Source: an optimization exercise on an open RTL-to-GDS flow (aim: small area and a short achievable clock period). Production flows keep margins and buffers that such runs may drop.
The RTL was checked by simulation tests, not by an equivalence proof against the original design.

== v21 ==
// fir_direct_nom
module fir_direct_nom (
    input              clk,
    input              rst,
    input  signed [4:0] in,
    output signed [4:0] out,
    input  [249:0]     tap_coeffs
);
clock: 12.0 ns
lec_check: 0
abc_area: 1
cap_margin: 20
core_margin: 2
core_utilization: 40
cts_buf_list: sky130_fd_sc_hd__clkbuf_8
cts_cluster_diameter: 50
cts_cluster_size: 16
place_density: 0.7
slew_margin: 20
synth_hierarchical: 1
synth_minimum_keep_size: 0
standard.sh (not shown) runs the stock make flow with config.mk's settings and CLKGATE_MAP_FILE= SYNTH_SCRIPT=/design/flow/synth_recipe.tcl, a recipe that flattens the netlist after the stock synthesis.
==> flow/flow/run.sh <==
#!/bin/bash
# ORFS layout (the standard.sh) in three calls:
#  1. synthesis to placement as standard, with plain buf_2 port buffers;
#  2. CTS and 3. routing to finish, with timing repair aimed at a setup
#     slack margin and at the worst paths only.
set -e
export BUFFER_PORTS_ARGS="-buffer_cell sky130_fd_sc_hd__buf_2"
bash standard.sh synth floorplan place > standard_place.log 2>&1
export SETUP_SLACK_MARGIN=7.4
export TNS_END_PERCENT=0
bash standard.sh cts > standard_cts.log 2>&1
bash standard.sh > standard_finish.log 2>&1
v21 has completed all stages; timing, DRC and antenna checks passed.
The inputs of v38 differ from those of v21 as listed below.
diff --git a/flow/config.mk b/flow/config.mk
--- a/flow/config.mk
+++ b/flow/config.mk
@@ -8 +7,0 @@
-export ABC_AREA = 1
@@ -15 +13,0 @@
-export PLACE_DENSITY = 0.7
Notes after the runs:
The final layout from v38, which completed every stage, passed the timing, DRC and antenna checks at the end of the flow. Going from v21 to v38, synthesized area shrank slightly. Maximum number of pins on one net before global-route repair in v38 vs v21: up about 4.6%. v38 ended up with met4 as its highest routed metal layer; v21 ended up with met5. Detailed route, v38 vs v21: via total lower for v38. Summary — wire length reported by the detailed router, v38 relative to v21: higher, by about 0.3%. Part of the Yosys area used for sequential elements: v38 higher than v21.
Relative to v38, the following input files were edited for v14:
diff --git a/flow/config.mk b/flow/config.mk
--- a/flow/config.mk
+++ b/flow/config.mk
@@ -13,0 +14 @@
+export PLACE_DENSITY = 0.7
## What came out
Going from v38 to v14, wire length shrank by 1.5%; placer's final routability congestion estimate climbed 0.060.
Between v38 and v14, the highest attainable clock frequency does not differ in any meaningful way.
First-iteration DRC count | v14 above v38
When v14 is set beside v38, its longest individual stage delay on the worst path turns out to be 140 ps larger.
Compared with v38, in v14 sequential share of cell area rose 0.16 points; required time reported for the critical path endpoint fell 30 ps.
Compared v14 against v38; area used by sequential logic in the layout within noise.
ra[9]$_DFF_P_ as the endpoint of the most critical setup path was reported by v14, and ra[66]$_DFF_P_ by v38.
v14 vs v38: non-clock buffer count up


fir_direct_nom, a different RTL version from the one above (not shown whole).
For scale: about 2900 cells after synthesis, ~390 flip-flops, roughly 260 I/O pins, roughly 36000 um^2 of cells after synthesis.
clock: 12.0 ns
lec_check: 0
cap_margin: 20
core_margin: 2
core_utilization: 65
cts_buf_list: sky130_fd_sc_hd__clkbuf_8
cts_cluster_diameter: 60
cts_cluster_size: 20
slew_margin: 20
synth_hierarchical: 1
synth_minimum_keep_size: 0
Scripts as last shown in full above: flow/flow/run.sh
Rerun with:
- CORE_UTILIZATION: 65 -> 40
- CTS_BUF_LIST: sky130_fd_sc_hd__clkbuf_8 -> sky130_fd_sc_hd__clkbuf_4 sky130_fd_sc_hd__clkbuf_8
- CTS_CLUSTER_DIAMETER: 60 -> 50
- CTS_CLUSTER_SIZE: 20 -> 16
Result: Global-route usage shrinks by 17 points; maximum frequency is lower by about 0.53%; clock-buffer cell count went up by 19; cell count rose by about 12%.
Rerun with:
- CTS_BUF_LIST: sky130_fd_sc_hd__clkbuf_4 sky130_fd_sc_hd__clkbuf_8 -> sky130_fd_sc_hd__clkbuf_8
- CTS_CLUSTER_DIAMETER: 50 -> 60
- CTS_CLUSTER_SIZE: 16 -> 20
What happened: Wire length came out lower slightly; area after synthesis stays the same; synthesized cell count does not change; core utilization came out lower by 0.82 points.

static timing again, ports no longer ideal:
No port has a modelled driver above. Below, the same layouts with a new extraction and two added sets of constraints.
Step 1 sets driving cells, clkbuf_16 on the clock port and buf_2 on the other inputs (assumed; they add their load-dependent delay and slew).
Step 2 times the ports against the registers' clock, not the clock port: input delays grow and output delays shrink by t, the midpoint of the rising clock arrivals with the driver on.
Three values: no drivers, after step 1, after step 2; two values: the first two.
run	shift t [ns]	slack for setup (ns)	worst hold slack (ns)	worst data-port slew with drivers (ns)
v21	0.737	7.199 / 7.197 / 6.460	0.366 / 0.366 / 0.366	0.11
v38	0.754	7.130 / 7.085 / 6.393	0.355 / 0.355 / 0.355	0.08
v14	0.787	7.141 / 7.122 / 6.388	0.360 / 0.360 / 0.360	0.08
the first run of note 2	0.734	6.791 / 6.825 / 6.091	0.370 / 0.370 / 0.370	0.08
the second run of note 2	0.780	6.763 / 6.804 / 6.024	0.361 / 0.361 / 0.361	0.09
the third run of note 2	0.740	6.724 / 6.761 / 6.020	0.362 / 0.362 / 0.362	0.08
After both steps setup and hold are still met in every run listed. For v14, which loses most, drivers alone change the setup slack by -0.019 ns; drivers and shift together by -0.753 ns.
